This is an optimization exercise on Yosys and OpenROAD, whose aim is small area and a short achievable clock period, not a production implementation.
The flow treats the clock pin as an ideal source, which a real chip does not have.
Power is estimated from default activity; no workload was simulated.

==> branch amber: inputs <==
==> flow/design.v (excerpt) <==
module rrc_filter #(
	parameter WIDTH = 9
)(
	input logic clk,
	input logic rst,
	input logic signed [WIDTH-1:0] filter_in,
	output logic signed [WIDTH-1:0] filter_out
);
clock: 10.5 ns
lec_check: 0
abc_clock_period_in_ps: 800
cap_margin: 20
core_margin: 2
core_utilization: 70
cts_buf_list: sky130_fd_sc_hd__clkbuf_16
cts_cluster_diameter: 80
cts_cluster_size: 30
place_density: 0.75
slew_margin: 20
synth_hierarchical: 1
standard.sh (not shown) runs the stock make flow with config.mk's settings and CLKGATE_MAP_FILE= SYNTH_SCRIPT=/design/flow/synth_recipe.tcl, a recipe that flattens the netlist after the stock synthesis.
==> flow/flow/run.sh <==
#!/bin/bash
# Own layout flow: the standard ORFS flow (standard.sh, unchanged synthesis), with
#  - timing repair aimed below the design's period (SETUP_SLACK_MARGIN; the SDC is unchanged),
#  - port buffers of a normal buffer cell rather than the smallest one,
#  - after CTS, the clock port drives the tree's second level directly (flow/flatten_clock_root.tcl).
# Each step's full log is kept by ORFS under orfs/logs/; make's own output goes to flow.log.
set -uo pipefail
here=$(pwd)
bash standard.sh SETUP_SLACK_MARGIN=7.4 "BUFFER_PORTS_ARGS=-buffer_cell sky130_fd_sc_hd__buf_4" \
  "POST_CTS_TCL=$here/flow/flatten_clock_root.tcl" finish > flow.log 2>&1
==> flow/flow/flatten_clock_root.tcl <==
set block [ord::get_db_block]
set clknet [$block findNet clk]
set roots {}
foreach it [$clknet getITerms] {
  if {[$it isInputSignal]} { lappend roots [$it getInst] }
}
puts "flatten_clock_root: clock port feeds [llength $roots] cell(s)"
if {[llength $roots] == 1} {
  set root [lindex $roots 0]
  set master [[$root getMaster] getName]
  set out {}
  foreach it [$root getITerms] {
    if {[$it isOutputSignal]} { set out [$it getNet] }
  }
  set loads {}
  foreach it [$out getITerms] {
    if {[$it isInputSignal]} { lappend loads $it }
  }
  puts "flatten_clock_root: root [$root getName] ($master) drives [llength $loads] cell(s)"
  if {[llength $loads] <= 4 && [llength $loads] > 0} {
    foreach it $loads {
      set inst [$it getInst]
      set pin [$it getMTerm]
      set pname "[$inst getName]/[$pin getName]"
      disconnect_pin [$out getName] $pname
      connect_pin clk $pname
    }
    set rname [$root getName]
    set oname [$out getName]
    delete_instance $rname
    delete_net $oname
    puts "flatten_clock_root: removed $rname"
    estimate_parasitics -placement
    report_clock_latency
  }
}
==> branch tundra: changes against branch amber <==
--- a/flow/flow/run.sh
+++ b/flow/flow/run.sh
@@ -8,3 +8,3 @@
 here=$(pwd)
-bash standard.sh SETUP_SLACK_MARGIN=7.4 "BUFFER_PORTS_ARGS=-buffer_cell sky130_fd_sc_hd__buf_4" \
+bash standard.sh SETUP_SLACK_MARGIN=7.5 "BUFFER_PORTS_ARGS=-buffer_cell sky130_fd_sc_hd__buf_4" \
   "POST_CTS_TCL=$here/flow/flatten_clock_root.tcl" finish > flow.log 2>&1
==> branch garnet: changes against branch amber <==
==> flow/flow/run.sh (replaced) <==
#!/bin/bash
# Own layout flow: the standard ORFS flow (standard.sh, unchanged synthesis), with
#  - timing repair aimed below the design's period (SETUP_SLACK_MARGIN; the SDC is unchanged),
#  - port buffers of a normal buffer cell rather than the smallest one.
# Each step's full log is kept by ORFS under orfs/logs/; make's own output goes to flow.log.
set -uo pipefail
bash standard.sh SETUP_SLACK_MARGIN=7.55 "BUFFER_PORTS_ARGS=-buffer_cell sky130_fd_sc_hd__buf_4" finish > flow.log 2>&1
removed: flow/flow/flatten_clock_root.tcl
==> branch pepper: changes against branch amber <==
==> flow/flow/run.sh (replaced) <==
#!/bin/bash
# Own layout flow: the standard ORFS flow (standard.sh, unchanged synthesis), with
#  - timing repair aimed below the design's period (SETUP_SLACK_MARGIN; the SDC is unchanged),
#  - port buffers of a normal buffer cell rather than the smallest one.
# Each step's full log is kept by ORFS under orfs/logs/; make's own output goes to flow.log.
set -uo pipefail
bash standard.sh SETUP_SLACK_MARGIN=7.3 "BUFFER_PORTS_ARGS=-buffer_cell sky130_fd_sc_hd__buf_4" finish > flow.log 2>&1
removed: flow/flow/flatten_clock_root.tcl
==> tab_implementation.tex <==
\begin{tabular}{lr}
\hline
Metric & Value \\
\hline
\multicolumn{2}{l}{\textbf{Final layout}} \\
\quad Non-filler instance count after layout & 1351 \\
\quad Signal buffers share of area & 1.38\% \\
\quad Area growth from synthesis to final layout & 6.81\% \\
\multicolumn{2}{l}{\textbf{Critical path}} \\
\quad Data arrival time of the critical path & 1.03 ns \\
\quad Setup crit end & filter\_out[2] \\
\quad Classification of the worst setup path & reg -> out \\
\multicolumn{2}{l}{\textbf{Run status}} \\
\quad Result of the run & finished clean \\
\multicolumn{2}{l}{\textbf{Power and ir drop}} \\
\quad Power dissipated in the clock network & 0.721 mW \\
\multicolumn{2}{l}{\textbf{Detailed routing}} \\
\quad Via count & 7392 \\
\quad First-pass iteration count of the detailed router & 4 \\
\multicolumn{2}{l}{\textbf{STA}} \\
\quad Maximum clock rate & 0.320 GHz \\
\quad Slew of the pin with the lowest slew margin & 0.915 ns \\
\hline
\end{tabular}
the above is filed under branch pepper

==> tab_implementation.tex <==
\begin{tabular}{lr}
\hline
Metric & Value \\
\hline
\multicolumn{2}{l}{\textbf{Run status}} \\
\quad Result of the run & finished clean \\
\multicolumn{2}{l}{\textbf{Detailed routing}} \\
\quad First-pass iteration count of the detailed router & 4 \\
\quad Via count & 7533 \\
\multicolumn{2}{l}{\textbf{Final layout}} \\
\quad Sequential cell area & 0.00950 mm² \\
\quad Diode count & 0 \\
\quad Area growth from synthesis to final layout & 10.5\% \\
\quad Non-filler instance count after layout & 1388 \\
\quad Signal buffers share of area & 3.50\% \\
\quad Fill cell instance count of the final layout & 1309 \\
\multicolumn{2}{l}{\textbf{STA}} \\
\quad Slew of the pin with the lowest slew margin & 0.914 ns \\
\multicolumn{2}{l}{\textbf{Placed design}} \\
\quad DPL Wire Length & 22.3 mm \\
\multicolumn{2}{l}{\textbf{Yosys}} \\
\quad Asr flop ratio synth & 100\% \\
\multicolumn{2}{l}{\textbf{Critical path}} \\
\quad Setup crit end & filter\_out[0] \\
\multicolumn{2}{l}{\textbf{Hold path}} \\
\quad Number of cells on the worst hold path & 0 \\
\multicolumn{2}{l}{\textbf{Power and ir drop}} \\
\quad Power dissipated in the clock network & 0.698 mW \\
\multicolumn{2}{l}{\textbf{Floorplanning}} \\
\quad Tap cells & 324 \\
\hline
\end{tabular}
the above is filed under branch tundra

==> tab_implementation.tex <==
\begin{tabular}{lr}
\hline
Metric & Value \\
\hline
\multicolumn{2}{l}{\textbf{Run status}} \\
\quad Result of the run & finished clean \\
\multicolumn{2}{l}{\textbf{Detailed routing}} \\
\quad First-pass iteration count of the detailed router & 6 \\
\multicolumn{2}{l}{\textbf{Power and ir drop}} \\
\quad Power dissipated in the clock network & 0.696 mW \\
\multicolumn{2}{l}{\textbf{Critical path}} \\
\quad Setup crit end & cs2[18] \\
\quad Data arrival time of the critical path & 3.38 ns \\
\quad Classification of the worst setup path & reg -> reg \\
\multicolumn{2}{l}{\textbf{STA}} \\
\quad Slew of the pin with the lowest slew margin & 0.915 ns \\
\quad Maximum clock rate & 0.328 GHz \\
\multicolumn{2}{l}{\textbf{Final layout}} \\
\quad Signal buffers share of area & 2.26\% \\
\quad Non-filler instance count after layout & 1365 \\
\quad Area growth from synthesis to final layout & 8.39\% \\
\hline
\end{tabular}
the above is filed under branch amber

==> tab_implementation.tex <==
\begin{tabular}{lr}
\hline
Metric & Value \\
\hline
\multicolumn{2}{l}{\textbf{Run status}} \\
\quad Result of the run & finished clean \\
\multicolumn{2}{l}{\textbf{Critical path}} \\
\quad Classification of the worst setup path & reg -> out \\
\quad Setup crit end & filter\_out[1] \\
\quad Data arrival time of the critical path & 1.01 ns \\
\quad Slowest-stage cell, CP & dfrtp\_1 \\
\multicolumn{2}{l}{\textbf{Detailed routing}} \\
\quad First-pass iteration count of the detailed router & 4 \\
\quad Via count & 7634 \\
\multicolumn{2}{l}{\textbf{Placed design}} \\
\quad Last weighted congestion value of the routability-driven placer & 0.851 \\
\multicolumn{2}{l}{\textbf{Power and ir drop}} \\
\quad Power dissipated in the clock network & 0.749 mW \\
\multicolumn{2}{l}{\textbf{Final layout}} \\
\quad Top Registers & cs1 x34, cs2 x34, cs3 x28 \\
\quad Signal buffers share of area & 3.83\% \\
\quad Diode count & 0 \\
\quad Non-filler instance count after layout & 1400 \\
\multicolumn{2}{l}{\textbf{Floorplanning}} \\
\quad Die width & 161 µm \\
\quad Die boundary height & 161 µm \\
\multicolumn{2}{l}{\textbf{STA}} \\
\quad Maximum clock rate & 0.322 GHz \\
\quad Slew of the pin with the lowest slew margin & 0.545 ns \\
\multicolumn{2}{l}{\textbf{Yosys}} \\
\quad Compound-Gate Fraction of Synth Area & 3.19\% \\
\hline
\end{tabular}
the above is filed under branch garnet

Function was not checked in any run of this note: the RTL went through the layout flow alone.

[re-timing with driven ports]
Ports are ideal in the flow. The routed layouts listed here were re-timed in OpenROAD. Step 1 assumes that a clkbuf_16 drives the clock port and a buf_2 every other input. Step 2, shift: input delay + t, output delay - t, t = (earliest + latest rising clock arrival at the registers) / 2. This alone moves slack from input paths to output paths. Slacks: no drivers / after step 1 / after step 2; pairs: no drivers / after step 1.
| run | t (ns) | setup WS [ns] | cell pins on the clock port's net |
|---|---|---|---|
| branch amber | 0.436 | 7.450 / 7.450 / 7.138 | 2 |
| branch tundra | 0.437 | 7.474 / 7.438 / 7.217 | 2 |
| branch garnet | 0.563 | 7.395 / 7.346 / 7.200 | 1 |
| branch pepper | 0.553 | 7.371 / 7.321 / 7.022 | 1 |
After both steps setup and hold are still met in every run listed. The setup slack of branch pepper, which loses most, moves by -0.050 ns with the drivers and by -0.349 ns with both steps. Setup slack includes reset recovery checks.
